From an optimization exercise on the open Yosys and OpenROAD flow, aimed at small area; shortcuts taken in it are not production practice.
Only simulation tests tie the RTL to the original design; equivalence was not proved.
No driver is modelled on the clock port, so clocking that relies on it looks cheaper here than on a real chip.

== run 1 ==
// RISCtop
module RISCtop(
    input  [15:0] data_from_rom,
    input         reset,
    input         clk,
    input  [15:0] data_from_ram,
    output [5:0]  address_to_rom,
    output        enable_to_rom,
    output [15:0] data_to_ram,
    output        write_enable_to_ram,
    output        read_enable_to_ram,
    output [5:0]  address_to_ram,
    output        enable_ram_read
    );
==> module RISCtop, before the edit <==
module RISCtop(
    input  [15:0] data_from_rom,
    input         reset,
    input         clk,
    input  [15:0] data_from_ram,
    output [5:0]  address_to_rom,
    output        enable_to_rom,
    output [15:0] data_to_ram,
    output        write_enable_to_ram,
    output        read_enable_to_ram,
    output [5:0]  address_to_ram,
    output        enable_ram_read
    );
    reg        state;       
    reg  [5:0] pc;
    reg        h;           
    reg [15:0] storage;     
    reg [15:0] fields;      
    reg  [3:0] c_op, c_d, c_s, c_t;  
    reg  [7:0] offset;
    reg [15:0] A, B;        
    wire       Z = (A == 16'd0);
    wire [3:0] fop = fields[15:12];
    wire hold  = (fop == 4'd15) && (storage[11:8] != 4'd0);
    wire RW   = (c_op[3] == 1'b0) || (c_op == 4'd8) || (c_op == 4'd9) || (c_op == 4'd12) || (c_op == 4'd13);
    wire wram = (c_op == 4'd10);
    wire rram = (c_op == 4'd9) || (c_op == 4'd12);
    wire jl    = (fop == 4'd13);
    wire take  = (fop == 4'd11 && Z) || (fop == 4'd12 && !Z) || fop == 4'd13 || fop == 4'd14;
    wire ex    = state && !hold;       
    wire k_pc  = (!state && !h) || (state && hold);
    wire k_inc = (!state && h) || (ex && !take && fop != 4'd15);
    wire k_tgt = ex && take;
    wire k_a   = ex && fop == 4'd15;
    wire k_off = !ex;
    wire k_imm = ex && fop == 4'd8;
    wire k_lnk = ex && jl;
    wire [5:0] pc_n;
    wire [7:0] off_n;
    pc_next pn(.pc(pc), .offset(offset), .imm(storage[7:0]), .a5(A[5:0]),
               .jl(jl), .njl(!jl), .k_pc(k_pc), .k_inc(k_inc), .k_tgt(k_tgt), .k_a(k_a),
               .k_off(k_off), .k_imm(k_imm), .k_lnk(k_lnk), .clr(reset),
               .pc_n(pc_n), .off_n(off_n));
    always @(posedge clk) begin
        pc     <= pc_n;
        offset <= off_n;
        h      <= !reset && state && hold;
        state  <= !reset && !state;
    end
    always @(posedge clk) storage <= data_from_rom;
    always @(posedge clk) begin
        if (reset) fields <= 16'd0;
        else if (state) fields <= storage;
    end
    always @(posedge clk) begin
        if (reset) begin
            c_op <= 4'd0; c_d <= 4'd0; c_s <= 4'd0; c_t <= 4'd0;
        end else if (state && !hold) begin
            c_op <= fop;
            c_d  <= fields[11:8];
            c_s  <= (fop == 4'd8 || fop == 4'd13) ? 4'd0 : fields[7:4];
            c_t  <= (fop[3:2] == 2'b00 || fop == 4'd4) ? fields[3:0] : 4'd0;
        end
    end
    wire sub  = (c_op == 4'd1);
    wire en_b = (c_op != 4'd5);
    wire inv  = (c_op == 4'd1) || (c_op == 4'd5);
    wire s_sum = (c_op[3:1] == 3'd0);
    wire s_g   = (c_op == 4'd2) || (c_op == 4'd3);
    wire s_x   = (c_op == 4'd3) || (c_op == 4'd4) || (c_op == 4'd5);
    wire s_l   = (c_op == 4'd6);
    wire s_r   = (c_op == 4'd7);
    wire s_ram = (c_op == 4'd9) || (c_op == 4'd12);
    wire s_off = (c_op == 4'd8) || (c_op == 4'd13);
    wire [15:0] wd;         
    wire [16:0] cy;
    assign cy[0] = sub;
    genvar gi;
    generate for (gi = 0; gi < 16; gi = gi + 1) begin : g_alu
        if (gi < 8) begin : lo
            alu_bit u(.a(A[gi]), .b(B[gi]), .en_b(en_b), .ninv(~inv), .ci(cy[gi]),
                      .al(gi == 0 ? 1'b0 : A[gi == 0 ? 0 : gi-1]), .ar(A[gi+1]),
                      .ram(data_from_ram[gi]), .off(offset[gi]),
                      .s_sum(s_sum), .s_x(s_x), .s_g(s_g), .s_l(s_l), .s_r(s_r), .s_ram(s_ram), .s_off(s_off),
                      .clr(reset), .y(wd[gi]), .co(cy[gi+1]));
        end else begin : hi
            alu_bit_hi u(.a(A[gi]), .b(B[gi]), .en_b(en_b), .ninv(~inv), .ci(cy[gi]),
                      .al(A[gi-1]), .ar(gi == 15 ? 1'b0 : A[gi == 15 ? 15 : gi+1]),
                      .ram(data_from_ram[gi]),
                      .s_sum(s_sum), .s_x(s_x), .s_g(s_g), .s_l(s_l), .s_r(s_r), .s_ram(s_ram),
                      .clr(reset), .y(wd[gi]), .co(cy[gi+1]));
        end
    end endgenerate
    reg [15:0] r [0:15];
    wire [255:0] flat;
    wire [15:0] wen;
    wdec16 dw(.a(c_d), .we(RW), .clr(reset), .en(wen));
    generate for (gi = 0; gi < 16; gi = gi + 1) begin : g_reg
        always @(posedge clk)
            if (wen[gi]) r[gi] <= wd;
        assign flat[gi*16 +: 16] = r[gi];
    end endgenerate
    wire [15:0] sel_s, sel_t;
    dec16 ds(.a(c_s), .en(RW), .y(sel_s));
    dec16 dt(.a(c_t), .en(RW), .y(sel_t));
    wire [15:0] ra, rb;
    RISCregfile port_a(.sel(sel_s), .flat(flat), .hold(!RW), .q(A), .clr(reset), .y(ra));
    RISCregfile port_b(.sel(sel_t), .flat(flat), .hold(!RW), .q(B), .clr(reset), .y(rb));
    always @(posedge clk) begin
        A <= ra;
        B <= rb;
    end
    assign enable_to_rom       = state;
    assign address_to_rom      = (state | h) ? pc : 6'd0;
    assign write_enable_to_ram = wram;
    assign read_enable_to_ram  = rram;
    assign data_to_ram         = wram ? B : data_from_ram;
    assign address_to_ram      = A[5:0];
    assign enable_ram_read     = 1'b0;
endmodule
clock: 10.0 ns
lec_check: 0
abc_area: 0
cap_margin: 10
core_margin: 2
core_utilization: 50
place_density: 0.65
slew_margin: 10
synth_hierarchical: 1
standard.sh (not shown) runs the stock make flow with config.mk's settings and CLKGATE_MAP_FILE= SYNTH_SCRIPT=/design/flow/synth_recipe.tcl, a recipe that flattens the netlist after the stock synthesis.
==> flow/flow/run.sh <==
#!/bin/bash
set -euo pipefail
export BUFFER_PORTS_ARGS="-buffer_cell sky130_fd_sc_hd__buf_1"
export CTS_ARGS="-sink_clustering_enable -repair_clock_nets -dont_use_dummy_load -buf_list {sky130_fd_sc_hd__clkbuf_4} -sink_clustering_size 10 -sink_clustering_max_diameter 40"
export POST_CTS_TCL="$(pwd)/flow/post_cts.tcl"
bash standard.sh > standard_flow.log 2>&1
==> flow/flow/post_cts.tcl <==
# After clock tree synthesis: downsize cells off the critical paths, then
# repair any slew or capacitance violation that this leaves.
estimate_parasitics -placement
repair_timing -recover_power 100 -verbose
repair_design -slew_margin 20 -cap_margin 20 -verbose
detailed_placement
check_placement -verbose
Changes in run 2 relative to run 1:
--- a/flow/design.v
+++ b/flow/design.v
@@ -205,16 +205,21 @@
         offset <= off_n;
         h      <= !reset && state && hold;
-        state  <= !reset && !state;
-    end
+    end
+    always @(posedge clk or posedge reset)
+        if (reset) state <= 1'b0;
+        else state <= !state;
     always @(posedge clk) storage <= data_from_rom;
     always @(posedge clk) begin
-        if (reset) fields <= 16'd0;
-        else if (state) fields <= storage;
-    end
-    always @(posedge clk) begin
-        if (reset) begin
-            c_op <= 4'd0; c_d <= 4'd0; c_s <= 4'd0; c_t <= 4'd0;
-        end else if (state && !hold) begin
-            c_op <= fop;
+        if (reset) fields[15:12] <= 4'd0;
+        else if (state) fields[15:12] <= storage[15:12];
+    end
+    always @(posedge clk)
+        if (state) fields[11:0] <= storage[11:0];
+    always @(posedge clk or posedge reset) begin
+        if (reset) c_op <= 4'd0;
+        else if (state && !hold) c_op <= fop;
+    end
+    always @(posedge clk) begin
+        if (state && !hold) begin
             c_d  <= fields[11:8];
             c_s  <= (fop == 4'd8 || fop == 4'd13) ? 4'd0 : fields[7:4];
--- outcome ---
As far as total overflow reported by the global router goes, run 2 and run 1 are indistinguishable; the numbers are identical.
Compared run 2 vs run 1, and wire length per cell is up in run 2.
In the metrics for run 1 and run 2, the one carrying the lower count of clock-buffer cells in the layout is run 2.
In run 2, the register fraction of the total cell area came out 1.7 points above the value in run 1.
Between run 2 and run 1, the post-route core utilization does not differ in any meaningful way.
Between run 1 and run 2, wire length is higher for run 1, run 2 comes in under that.
Die area of run 2 is on par with run 1.
Final standard cell area without fillers across run 1 and run 2: no real change.
When run 2 is measured against run 1, its minimum hold slack turns out 0.086 ns lower.
Highest routing layer actually used: met4 -> run 1, met5 -> run 2
Multi-input gate share of total cell area: lower on run 2
The maximum frequency in run 2 sits 7.6% below the value recorded for run 1.
Run 2 ends up with lower number of cells after detailed placement than run 1 does.
Run 1 ended up with r[3][14]$_DFFE_PP_ as its critical path capture point; run 2 ended up with r[15][15]$_DFFE_PP_.
In run 2, via count is lower than in run 1.

[port drivers added, routing unchanged]
How much do the figures lean on ideal ports? The routed layouts below were timed once more, with nothing changed but the port constraints.
Step 1: set_driving_cell puts a clkbuf_16 on clk and a buf_2 on each other input, an assumption about the parent block.
Step 2 moves the port delays by t, midway between the first and last clock arrival at a register: inputs arrive t later, outputs are due t later. That takes back most of the time a late clock gives input paths.
a / b / c = ideal ports / drivers / drivers and shift; a / b = the first two.
run	t (ns)	setup WS [ns]	worst setup path at the end	slew at the worst register clock pin (ns)
run 1	0.736	4.194 / 4.194 / 4.194	register to register	0.12 / 0.12
run 2	0.713	3.715 / 3.715 / 3.715	register to register	0.11 / 0.11
After both steps setup and hold are still met in every run listed.
